Context: an optimization exercise on an open-source flow, tuned for small area. The choices shown serve that exercise and are no tape-out recipe.
Function not checked in this run: the RTL went through the layout flow alone.
No activity file was given, so power comes from the tool's default toggle rates.

==> design/flow/design.v <==
module xor_gate(
    input logic [7:0] A,
    input logic [7:0] B,
    output logic [7:0] Y
);
    assign Y = A^B;
endmodule
`timescale 1ns/1ps
module xor_encrypt(
        input logic clk,
        input logic valid_in,
        input logic [7:0] key,
        input logic [255:0] code,
        output logic [255:0] code_out,
        output logic valid_out
);
logic [255:0] d;    
logic [255:0] r;    
logic [7:0] p0;
logic [7:0] bs1_2;
logic [7:0] bs1_3;
logic [7:0] p1;
logic [7:0] p2;
logic [7:0] p3;
logic [7:0] bs4_5;
logic [7:0] bs4_6;
logic [7:0] p4;
logic [7:0] p5;
logic [7:0] p6;
logic [7:0] bs7_8;
logic [7:0] p7;
logic [7:0] p8;
logic [7:0] bs9_10;
logic [7:0] bs9_11;
logic [7:0] p9;
logic [7:0] p10;
logic [7:0] p11;
logic [7:0] bs12_13;
logic [7:0] p12;
logic [7:0] p13;
logic [7:0] bs14_15;
logic [7:0] bs14_16;
logic [7:0] p14;
logic [7:0] p15;
logic [7:0] p16;
logic [7:0] bs17_18;
logic [7:0] p17;
logic [7:0] p18;
logic [7:0] bs19_20;
logic [7:0] bs19_21;
logic [7:0] p19;
logic [7:0] p20;
logic [7:0] p21;
logic [7:0] bs22_23;
logic [7:0] p22;
logic [7:0] p23;
logic [7:0] bs24_25;
logic [7:0] bs24_26;
logic [7:0] p24;
logic [7:0] p25;
logic [7:0] p26;
logic [7:0] bs27_28;
logic [7:0] p27;
logic [7:0] p28;
logic [7:0] bs29_30;
logic [7:0] bs29_31;
logic [7:0] p29;
logic [7:0] p30;
logic [7:0] p31;
xor_gate u_p0 (.A(key), .B(code[7:0]), .Y(p0));
xor_gate u_bs1_2 (.A(code[15:8]), .B(code[23:16]), .Y(bs1_2));
xor_gate u_bs1_3 (.A(bs1_2), .B(code[31:24]), .Y(bs1_3));
xor_gate u_p1 (.A(p0), .B(code[15:8]), .Y(p1));
xor_gate u_p2 (.A(p0), .B(bs1_2), .Y(p2));
xor_gate u_p3 (.A(p0), .B(bs1_3), .Y(p3));
xor_gate u_bs4_5 (.A(code[39:32]), .B(code[47:40]), .Y(bs4_5));
xor_gate u_bs4_6 (.A(bs4_5), .B(code[55:48]), .Y(bs4_6));
xor_gate u_p4 (.A(p3), .B(code[39:32]), .Y(p4));
xor_gate u_p5 (.A(p3), .B(bs4_5), .Y(p5));
xor_gate u_p6 (.A(p3), .B(bs4_6), .Y(p6));
xor_gate u_bs7_8 (.A(code[63:56]), .B(code[71:64]), .Y(bs7_8));
xor_gate u_p7 (.A(p6), .B(code[63:56]), .Y(p7));
xor_gate u_p8 (.A(p6), .B(bs7_8), .Y(p8));
xor_gate u_bs9_10 (.A(code[79:72]), .B(code[87:80]), .Y(bs9_10));
xor_gate u_bs9_11 (.A(bs9_10), .B(code[95:88]), .Y(bs9_11));
xor_gate u_p9 (.A(p8), .B(code[79:72]), .Y(p9));
xor_gate u_p10 (.A(p8), .B(bs9_10), .Y(p10));
xor_gate u_p11 (.A(p8), .B(bs9_11), .Y(p11));
xor_gate u_bs12_13 (.A(code[103:96]), .B(code[111:104]), .Y(bs12_13));
xor_gate u_p12 (.A(p11), .B(code[103:96]), .Y(p12));
xor_gate u_p13 (.A(p11), .B(bs12_13), .Y(p13));
xor_gate u_bs14_15 (.A(code[119:112]), .B(code[127:120]), .Y(bs14_15));
xor_gate u_bs14_16 (.A(bs14_15), .B(code[135:128]), .Y(bs14_16));
xor_gate u_p14 (.A(p13), .B(code[119:112]), .Y(p14));
xor_gate u_p15 (.A(p13), .B(bs14_15), .Y(p15));
xor_gate u_p16 (.A(p13), .B(bs14_16), .Y(p16));
xor_gate u_bs17_18 (.A(code[143:136]), .B(code[151:144]), .Y(bs17_18));
xor_gate u_p17 (.A(p16), .B(code[143:136]), .Y(p17));
xor_gate u_p18 (.A(p16), .B(bs17_18), .Y(p18));
xor_gate u_bs19_20 (.A(code[159:152]), .B(code[167:160]), .Y(bs19_20));
xor_gate u_bs19_21 (.A(bs19_20), .B(code[175:168]), .Y(bs19_21));
xor_gate u_p19 (.A(p18), .B(code[159:152]), .Y(p19));
xor_gate u_p20 (.A(p18), .B(bs19_20), .Y(p20));
xor_gate u_p21 (.A(p18), .B(bs19_21), .Y(p21));
xor_gate u_bs22_23 (.A(code[183:176]), .B(code[191:184]), .Y(bs22_23));
xor_gate u_p22 (.A(p21), .B(code[183:176]), .Y(p22));
xor_gate u_p23 (.A(p21), .B(bs22_23), .Y(p23));
xor_gate u_bs24_25 (.A(code[199:192]), .B(code[207:200]), .Y(bs24_25));
xor_gate u_bs24_26 (.A(bs24_25), .B(code[215:208]), .Y(bs24_26));
xor_gate u_p24 (.A(p23), .B(code[199:192]), .Y(p24));
xor_gate u_p25 (.A(p23), .B(bs24_25), .Y(p25));
xor_gate u_p26 (.A(p23), .B(bs24_26), .Y(p26));
xor_gate u_bs27_28 (.A(code[223:216]), .B(code[231:224]), .Y(bs27_28));
xor_gate u_p27 (.A(p26), .B(code[223:216]), .Y(p27));
xor_gate u_p28 (.A(p26), .B(bs27_28), .Y(p28));
xor_gate u_bs29_30 (.A(code[239:232]), .B(code[247:240]), .Y(bs29_30));
xor_gate u_bs29_31 (.A(bs29_30), .B(code[255:248]), .Y(bs29_31));
xor_gate u_p29 (.A(p28), .B(code[239:232]), .Y(p29));
xor_gate u_p30 (.A(p28), .B(bs29_30), .Y(p30));
xor_gate u_p31 (.A(p28), .B(bs29_31), .Y(p31));
assign d[7:0] = p0;
assign d[15:8] = p1;
assign d[23:16] = p2;
assign d[31:24] = p3;
assign d[39:32] = p4;
assign d[47:40] = p5;
assign d[55:48] = p6;
assign d[63:56] = p7;
assign d[71:64] = p8;
assign d[79:72] = p9;
assign d[87:80] = p10;
assign d[95:88] = p11;
assign d[103:96] = p12;
assign d[111:104] = p13;
assign d[119:112] = p14;
assign d[127:120] = p15;
assign d[135:128] = p16;
assign d[143:136] = p17;
assign d[151:144] = p18;
assign d[159:152] = p19;
assign d[167:160] = p20;
assign d[175:168] = p21;
assign d[183:176] = p22;
assign d[191:184] = p23;
assign d[199:192] = p24;
assign d[207:200] = p25;
assign d[215:208] = p26;
assign d[223:216] = p27;
assign d[231:224] = p28;
assign d[239:232] = p29;
assign d[247:240] = p30;
assign d[255:248] = p31;
always_ff @(posedge clk) begin
    valid_out <= valid_in;
end
always_ff @(posedge clk) begin
    if (valid_in) r <= d;
end
assign code_out[7:0] = r[7:0];
assign code_out[15:8] = r[15:8];
assign code_out[23:16] = r[23:16];
assign code_out[31:24] = r[31:24];
assign code_out[39:32] = r[39:32];
assign code_out[47:40] = r[47:40];
assign code_out[55:48] = r[55:48];
assign code_out[63:56] = r[63:56];
assign code_out[71:64] = r[71:64];
assign code_out[79:72] = r[79:72];
assign code_out[87:80] = r[87:80];
assign code_out[95:88] = r[95:88];
assign code_out[103:96] = r[103:96];
assign code_out[111:104] = r[111:104];
assign code_out[119:112] = r[119:112];
assign code_out[127:120] = r[127:120];
assign code_out[135:128] = r[135:128];
assign code_out[143:136] = r[143:136];
assign code_out[151:144] = r[151:144];
assign code_out[159:152] = r[159:152];
assign code_out[167:160] = r[167:160];
assign code_out[175:168] = r[175:168];
assign code_out[183:176] = r[183:176];
assign code_out[191:184] = r[191:184];
assign code_out[199:192] = r[199:192];
assign code_out[207:200] = r[207:200];
assign code_out[215:208] = r[215:208];
assign code_out[223:216] = r[223:216];
assign code_out[231:224] = r[231:224];
assign code_out[239:232] = r[239:232];
assign code_out[247:240] = r[247:240];
assign code_out[255:248] = r[255:248];
endmodule
==> design/flow/flow/run.sh <==
#!/bin/bash
# Own layout flow: the standard flow (standard synthesis unchanged), with the port
# buffers that global placement inserts on every input and output made the smallest
# buffer, sky130_fd_sc_hd__buf_1, instead of the default pick. Everything else is as in
# the standard flow. make's full output goes to flow_make.log in this folder; ORFS
# writes each step's log under orfs/logs/.
set -euo pipefail
export BUFFER_PORTS_ARGS="-buffer_cell sky130_fd_sc_hd__buf_1"
export PRE_GLOBAL_PLACE_TCL="$PWD/flow/pre_gpl.tcl"
bash standard.sh finish > flow_make.log 2>&1
test -f out/final.def
==> design/flow/flow/pre_gpl.tcl <==
remove_buffers
==> design/flow/standard.sh <==
#!/bin/bash
# synth_recipe.tcl (not shown) runs the flow's synth.tcl, then flattens the netlist and writes it again
# the make line also repeats each setting of config.mk as NAME=value (left out here)
make -C /OpenROAD-flow-scripts/flow DESIGN_CONFIG=/design/flow/config.mk WORK_HOME=/design/flow/orfs CLKGATE_MAP_FILE= SYNTH_SCRIPT=/design/flow/synth_recipe.tcl "${@:-finish}"
==> design/flow/config.mk <==
export PLATFORM = sky130hd
export DESIGN_NAME = xor_encrypt
export DESIGN_NICKNAME = xor_encrypt
export VERILOG_FILES = /design/flow/design.v
export SDC_FILE = /design/flow/constraint.sdc
export NUM_CORES = 4
export LEC_CHECK = 0
export CAP_MARGIN = 20
export CORE_MARGIN = 2
export CORE_UTILIZATION = 40
export CTS_BUF_LIST = sky130_fd_sc_hd__clkbuf_16
export CTS_CLUSTER_DIAMETER = 100
export CTS_CLUSTER_SIZE = 24
export GPL_TIMING_DRIVEN = 0
export SLEW_MARGIN = 20
export SYNTH_HIERARCHICAL = 1
export SYNTH_MINIMUM_KEEP_SIZE = 0
==> design/flow/constraint.sdc <==
create_clock -name core_clock -period 4.0 [get_ports {clk}]
set_input_delay 0.8000 -clock core_clock [delete_from_list [all_inputs] [get_ports {clk}]]
set_output_delay 0.8000 -clock core_clock [all_outputs]
set_load 0.01 [all_outputs]
==> flow_metrics.env <==
export IMPL_outcome="no timing/DRC/antenna violations"
export IMPL_postRouteWirelength_mm=30.58
export IMPL_num_rows=61
export IMPL_finalCriticalPeriod_ps=3872
export IMPL_die_h_um=171.9
export IMPL_place_gp_congestion=0.8511
export IMPL_syn_nets=931
export IMPL_die_area_mm2=0.02956
export IMPL_drtAntennaViolNets=0
export IMPL_setup_slack_ps=127.5
export IMPL_fin_cells=1696
export IMPL_routedWlPerCell_um=18.03
export IMPL_vias_per_cell=4.305
export IMPL_drt_pass1_iter_count=4
export IMPL_ios=523
export IMPL_dp_hpwl_mm=24.32
export IMPL_grt_overflow_total=0
export IMPL_startpoint_type="input port"
export IMPL_vias=7302
export IMPL_switchingPower_uw=4595
export IMPL_dieWidth_um=171.9
export IMPL_drt_iter0_drc=329
export IMPL_combPwrFrac_pct=47.9
export IMPL_final_setup_tns_ps=0
export IMPL_clkTransAtPathRegs_ps=100
export IMPL_syn_instance_count=665
export IMPL_n_fill_cell=2411
export IMPL_synthTopCellsByArea="edfxtp_1, xor2_1, dfxtp_1"
export IMPL_track_usage_pct=18.86
export IMPL_yosys_register_bits=257
export IMPL_clock_sinks=257
export IMPL_path_max_fanout=4
export IMPL_h_tree_depth=1
export IMPL_final_max_slew_viol_count=0
export IMPL_yosysTopAreaCellShare_pct=68.15
export IMPL_drcViolationCount=0
export IMPL_required_ps=4230
export IMPL_p_clk_share_pct=12.0
export IMPL_cts_tree="done"
export IMPL_critPathKind="input port to flop"
export IMPL_grt_pass1_vias=7102
export IMPL_drive_gt1_share_pct=19.09
export IMPL_ys_seq_area_share_pct=68.32
export IMPL_io_buffers=522
export IMPL_cts_root_buf="clkbuf_16"
export IMPL_arrival_ps=4100
export IMPL_cts_made_buffers=14
export IMPL_internal_power_uw=8132
export IMPL_p_seq_share_pct=40.1
export IMPL_antenna_found_initial=3
export IMPL_core_mm2=0.02778
export IMPL_syn2layout_area_growth_pct=42.40
export IMPL_grt_max_degree=35
export IMPL_place_ws_ps=-1354
export IMPL_setup_viol=0
export IMPL_ir_drop_mv=0.3647
export IMPL_yosysTopAreaCell="edfxtp_1"
export IMPL_tightest_slew_ps=497.3
export IMPL_cp_end_kind="flop"
export IMPL_avgSynthCellArea_um2=16.96
export IMPL_final_nets=1577
export IMPL_netlist_area_mm2=0.01128
export IMPL_synthDistinctLibCells=3
export IMPL_finalHoldViolations=0
export IMPL_power_density_mw_per_mm2=792.3
export IMPL_cellLeakagePower_uw=0.005874
export IMPL_initial_utilization_pct=40.61
export IMPL_yosys_warnings=7
export IMPL_hp_class="input port to flop"
export IMPL_post_route_period_util_pct=96.81
export IMPL_grt_pass1_wl_mm=40.93
export IMPL_cts_buffer_depth=3
export IMPL_p_sw_share_pct=36.10
export IMPL_maxCapViolations=0
export IMPL_max_freq_mhz=258.2
export IMPL_slew_headroom_pct=66.73
export IMPL_placedCellCount=1574
[metrics by stage]
stage / instance area [µm²] / hold slack, ps / total power (µW) / util, %
2_1_floorplan: 11970 / 827.7 / 8246 / -
3_3_place_gp: 14400 / 1159 / 9859 / 51.85
3_5_place_dp: 14600 / 1166 / 9922 / 52.55
4_1_cts: 15660 / 638.2 / 12440 / 56.37
5_1_grt: 16060 / 611.5 / 13460 / 57.81
6_report: 16060 / 626.9 / 12730 / 57.82
[cell type report]
class | count | area (µm²) | share of cell area [%]
diodes | 3 | 7.507 | 0.04673
clock buffers | 15 | 375.4 | 2.337
clock inverters | 5 | 23.77 | 0.1480
multi-input cells | 408 | 4546 | 28.30
flip-flops and latches | 257 | 7707 | 47.98
well taps | 378 | 473.0 | 2.944
repair buffers | 630 | 2932 | 18.25
[modules after synthesis, one instance, submodules excluded]
| module | copies in the design | cells | flip-flops and latches |
|---|---|---|---|
| xor_gate | 51 | 8 | 0 |
| xor_encrypt | 1 | 257 | 257 |
[power groups by stage]
stage	clock, µW	combinational (µW)	sequential [µW]
CTS	1590	5730	5110
global placement	0	4660	5200
detailed placement	0	4750	5170
global route	1660	6590	5210
floorplan	0	2500	5750
finish	1530	6100	5100
[what timing repair did]
action,in CTS,in global routing
endpoints found under the hold margin,0,0
endpoints found under the setup margin,71,35
pin swaps,46,63
resized for setup,21,38
hold buffers,0,0
setup buffers,69,31
[cell usage after synthesis]
master / count
xor2_1: 408
edfxtp_1: 256
dfxtp_1: 1
[metal layers]
layer | track usage [%] | vias up | routed length, µm
met5 | 0 | - | 13
met4 | 7.892 | 2 | 1232
met3 | 5.997 | 57 | 2537
met2 | 33.58 | 286 | 15790
met1 | 20.83 | 3485 | 11010
li1 | - | 3472 | -
[sequential cells by signal, summed over array words and instances (netlist names)]
register and count:
r 256, valid_out 1
[path summary, 6_finish.rpt]
path	from	endpoint	slack, ps	cells past startpoint
worst min-delay path	code[10]	r[10]	630	2
worst max-delay path	code[18]	r[242]	130	15
[worst max-delay path, cell delays in order]
cell and delay [ps]:
buf_2 120, xor2_4 190, xor2_2 260, xor2_4 270
xor2_4 220, xor2_2 220, xor2_2 220, xor2_2 240
xor2_2 230, xor2_2 240, xor2_2 220, xor2_2 240
xor2_2 240, xor2_2 280, xor2_1 120
[logic make-up after synthesis]
group | Yosys count | share of synthesized area [%]
xor+xnor | 408 | 31.68
flops | 257 | 68.32
[layout by cell type (no fill, tap or decap)]
master / n
buf_1: 505
xor2_1: 298
edfxtp_1: 256
buf_4: 99
xor2_2: 97
clkbuf_16: 15
xor2_4: 13
clkbuf_2: 11
buf_12: 7
inv_1: 4
buf_2: 4
diode_2: 3
buf_6: 2
buf_16: 2
clkinv_4: 1
dfxtp_1: 1

==> static timing again, ports no longer ideal <==
How much do the figures lean on ideal ports? The routed layout below was timed once more, with nothing changed but the port constraints.
Step 1 (the two cells are an assumption about what drives the block):
set clk [get_ports {clk}]
set_driving_cell -lib_cell sky130_fd_sc_hd__clkbuf_16 $clk
set_driving_cell -lib_cell sky130_fd_sc_hd__buf_2 [delete_from_list [all_inputs] $clk]
Step 2 adds t to the input delays and takes it off the output delays; t is the mean of the earliest and latest rising clock arrival at the registers after step 1. Input paths then give back, and output paths get back, about the clock's delay inside the block.
a / b / c = ideal ports / drivers / drivers and shift; a / b = the first two.
t, ns: 0.533
setup WS [ns]: 0.128 / 0.135 / -0.398
clock arrival spread, ns: 0.019 / 0.020
worst data-port slew with drivers (ns): 0.10
Met with ideal ports but missed after step 2: setup timing in this run. The setup slack of this run moves by +0.007 ns with the drivers and by -0.526 ns with both steps.
